Context: an optimization exercise on an open-source flow, tuned for small area. The choices shown serve that exercise and are no tape-out recipe. In this exercise RTL edits were held to simulation tests only and were not proved equivalent to the original. Power and IR drop assume default switching activity.

oak:
Design REG_32, start of the top module:
module REG_32 (
    input clk,
    input rst,
    input read_en,
    input write_en,
    input [3:0] addr,
    input [31:0] write_data,
    output reg [31:0] read_data
);
    reg  [511:0] mem;
    wire [511:0] mem_nxt;
    wire [15:0] dec  = 16'd1 << addr;
    wire        wr   = write_en & ~read_en & ~rst;
    wire        rd   = read_en & ~rst;
    wire [15:0] we   = dec & {16{wr}};
    wire [15:0] we_n = ~we;
    wire [15:0] sel  = dec & {16{rd}};
    wire        hold = ~read_en & ~rst;
    wire [31:0] nxt;
    genvar r, b, g;
    generate
        for (r = 0; r < 16; r = r + 1) begin : row
            for (b = 0; b < 32; b = b + 1) begin : col
                rf_ao22 u_cell (
                    .a1(we[r]),   .a2(write_data[b]),
                    .b1(we_n[r]), .b2(mem[32*r + b]),
                    .y(mem_nxt[32*r + b])
                );
            end
        end
        for (b = 0; b < 32; b = b + 1) begin : rd_mux
            wire [4:0] n;
            wire       t;
            for (g = 0; g < 5; g = g + 1) begin : grp
                rf_aoi222 u (
                    .a1(sel[3*g]),     .a2(mem[32*(3*g) + b]),
                    .b1(sel[3*g + 1]), .b2(mem[32*(3*g + 1) + b]),
                    .c1(sel[3*g + 2]), .c2(mem[32*(3*g + 2) + b]),
                    .y(n[g])
                );
            end
            rf_and3 u_and (.a(n[0]), .b(n[1]), .c(n[2]), .y(t));
            rf_last u_last (
                .a(n[3]), .b(n[4]), .c(t),
                .d1(sel[15]), .d2(mem[32*15 + b]),
                .e1(hold),    .e2(read_data[b]),
                .y(nxt[b])
            );
        end
    endgenerate
    always @(posedge clk) begin
        mem       <= mem_nxt;
        read_data <= nxt;
    end
endmodule
Settings: LEC_CHECK=0, CAP_MARGIN=20, CORE_MARGIN=2, CORE_UTILIZATION=65, CTS_BUF_LIST=sky130_fd_sc_hd__clkbuf_16, CTS_CLUSTER_DIAMETER=60, CTS_CLUSTER_SIZE=30, SLEW_MARGIN=20, SYNTH_HIERARCHICAL=1; clock period 4.0 ns.
run.sh (not shown) runs the stock make flow with config.mk's settings and CLKGATE_MAP_FILE= SYNTH_SCRIPT=/design/flow/synth_recipe.tcl, a recipe that flattens the netlist after the stock synthesis.
oak finished every step from synthesis to the final layout, and the layout passed the timing, design-rule and antenna checks.
### oak -> pine
# oak
export LEC_CHECK = 0
export CAP_MARGIN = 20
export CORE_MARGIN = 2
export CORE_UTILIZATION = 65
export CTS_BUF_LIST = sky130_fd_sc_hd__clkbuf_16
export CTS_CLUSTER_DIAMETER = 60
export CTS_CLUSTER_SIZE = 30
export SLEW_MARGIN = 20
export SYNTH_HIERARCHICAL = 1
create_clock -name core_clock -period 4.0 [get_ports {clk}]
# pine
export LEC_CHECK = 0
export CAP_MARGIN = 20
export CORE_MARGIN = 2
export CORE_UTILIZATION = 65
export CTS_BUF_LIST = sky130_fd_sc_hd__clkbuf_8
export CTS_CLUSTER_DIAMETER = 50
export CTS_CLUSTER_SIZE = 16
export SLEW_MARGIN = 20
export SYNTH_HIERARCHICAL = 1
create_clock -name core_clock -period 4.0 [get_ports {clk}]
### Flow results
- Diff oak -> pine | number of nets at the end of the flow | up slightly
- oak consumes more power than pine.
- From oak to pine, critical path depth did not move at all.
- Comparing number of clock buffers in the layout for oak and pine, the smaller number came from oak.
- Wire length reported by the detailed router sits higher in pine than in oak.
- On clock period minus final worst setup slack, the higher figure sits with pine, not oak.
- pine closes out successfully: all stages finished, all timing, DRC and antenna checks passed.
- Between pine and oak, the via count figures differ only marginally.
- Compared pine vs oak, and fraction of standard cell area in multi-input logic is up in pine.

========
## violet
REG_32 again, from the RTL that the note above started with.
==> flow/config.mk <==
export PLATFORM = sky130hd
export DESIGN_NAME = REG_32
export DESIGN_NICKNAME = REG_32
export VERILOG_FILES = /design/flow/design.v
export SDC_FILE = /design/flow/constraint.sdc
export NUM_CORES = 4
export LEC_CHECK = 0
export CAP_MARGIN = 20
export CORE_MARGIN = 2
export CORE_UTILIZATION = 65
export SLEW_MARGIN = 20
export SYNTH_HIERARCHICAL = 1
==> flow/constraint.sdc <==
create_clock -name core_clock -period 4.0 [get_ports {clk}]
set_input_delay 0.8000 -clock core_clock [delete_from_list [all_inputs] [get_ports {clk}]]
set_output_delay 0.8000 -clock core_clock [all_outputs]
set_load 0.01 [all_outputs]
standard.sh (not shown) runs the stock make flow with config.mk's settings and CLKGATE_MAP_FILE= SYNTH_SCRIPT=/design/flow/synth_recipe.tcl, a recipe that flattens the netlist after the stock synthesis.
==> flow/flow/run.sh <==
#!/bin/bash
# Standard layout, with two changes to how it is made:
#  - each port gets a buf_1 as its port buffer (buffer_ports picks a
#    clkdlybuf4s50_1 otherwise);
#  - clock tree: clkbuf_8 sink clusters, no dummy loads.
set -euo pipefail
export BUFFER_PORTS_ARGS="-buffer_cell sky130_fd_sc_hd__buf_1"
export CTS_ARGS="-sink_clustering_enable -repair_clock_nets -dont_use_dummy_load -buf_list sky130_fd_sc_hd__clkbuf_8 -sink_clustering_size 16 -sink_clustering_max_diameter 50"
bash standard.sh > standard_flow.log 2>&1
violet was carried through to the last stage, and its layout satisfied the timing, design-rule and antenna checks.
What willow does differently from violet at the input level:
- a change of CORE_UTILIZATION from 65 to 75
==> flow/flow/run.sh <==
#!/bin/bash
# Standard layout, with two changes to how it is made:
#  - each port gets a buf_1 as its port buffer (buffer_ports picks a
#    clkdlybuf4s50_1 otherwise);
#  - clock tree: clkbuf_4 sink clusters, no dummy loads.
set -euo pipefail
export BUFFER_PORTS_ARGS="-buffer_cell sky130_fd_sc_hd__buf_1"
export CTS_ARGS="-sink_clustering_enable -repair_clock_nets -dont_use_dummy_load -buf_list sky130_fd_sc_hd__clkbuf_4 -sink_clustering_size 10 -sink_clustering_max_diameter 40"
bash standard.sh > standard_flow.log 2>&1
- willow completed; timing, DRC and antenna clean
- willow against violet: via count +about 3.6%, ratio of cells with drive above 1 in the final layout +0.81 points, part of the total power dissipated in the clock network -1.9 points, sequential share of layout area +0.63 points, setup slack +0.19 ns.
- Going from violet to willow, register-to-register slack rose by 0.30 ns; cell row count has decreased; final critical delay including setup and external delays fell 0.19 ns; net switching fraction of the power has increased.
The inputs of zinc differ from those of willow as listed below.
- CORE_UTILIZATION changed from 75 to 80
- willow → zinc: share of total power in combinational logic neither gained nor lost much; routed wire length saw an increase; met1 wire length went down by about 3.7%.
- willow reports its capturing instance or port of the critical path as mem[119] while zinc reports read_data[19].
## Diff of input files: sierra against zinc
- CORE_UTILIZATION now 65, was 80
- SLEW_MARGIN now 0, was 20
- CAP_MARGIN now 0, was 20
==> flow/flow/run.sh <==
#!/bin/bash
# Standard layout, with two changes to how it is made:
#  - each port gets a buf_1 as its port buffer (buffer_ports picks a
#    clkdlybuf4s50_1 otherwise);
#  - clock tree: clkbuf_8 sink clusters, no dummy loads.
set -euo pipefail
export BUFFER_PORTS_ARGS="-buffer_cell sky130_fd_sc_hd__buf_1"
export CTS_ARGS="-sink_clustering_enable -repair_clock_nets -dont_use_dummy_load -buf_list sky130_fd_sc_hd__clkbuf_8 -sink_clustering_size 16 -sink_clustering_max_diameter 50"
bash standard.sh > standard_flow.log 2>&1
Notes after the runs:
Timing, DRC, antenna: 0 failures across sierra and zinc
Proportion of total power due to net switching: sierra vs zinc down 1.2 points
Per the comparison of sierra with zinc, first-iteration detailed-routing DRC count decreased by 846 relative to the old numbers, area of all placed cells without fillers moved up, total power up 1.7%, tap cell count +92, number of clock-tree buffers in the layout -about 30%.
Between sierra and zinc, worst setup slack is lower for zinc, sierra comes in above that.
Share of total power in sequential cells was lower in sierra than in zinc.
Taking zinc over sierra, the final wirelength ratio works out to 1.06.

-- what the ideal ports hide --
No port has a modelled driver above. Below, the same layouts with a new extraction and two added sets of constraints.
Step 1 assumes that a clkbuf_16 drives the clock port and a buf_2 every other input.
Step 2 moves the port delays by t, midway between the first and last clock arrival at a register: inputs arrive t later, outputs are due t later. That takes back most of the time a late clock gives input paths.
Slacks: ideal ports / drivers / drivers and shift; pairs: ideal ports / drivers.
| run | t (ns) | slack for setup (ns) | hold slack, ns | worst setup path after step 2 | worst data-port slew with drivers (ns) |
|---|---|---|---|---|---|
| oak | 0.651 | 1.059 / 1.076 / 0.424 | 0.477 / 0.477 / 0.477 | input to register | 0.09 |
| pine | 0.638 | 1.044 / 1.059 / 0.421 | 0.476 / 0.476 / 0.476 | input to register | 0.07 |
| violet | 0.620 | 1.300 / 1.312 / 0.692 | 0.474 / 0.474 / 0.474 | input to register | 0.05 |
| willow | 0.791 | 1.491 / 1.515 / 0.724 | 0.466 / 0.466 / 0.466 | input to register | 0.03 |
| zinc | 0.800 | 1.126 / 1.151 / 0.351 | 0.473 / 0.473 / 0.473 | input to register | 0.08 |
| sierra | 0.620 | 1.300 / 1.312 / 0.692 | 0.474 / 0.474 / 0.474 | input to register | 0.05 |
After both steps every run listed still meets setup and hold. For zinc, which loses most, drivers alone change the setup slack by +0.025 ns; drivers and shift together by -0.775 ns.
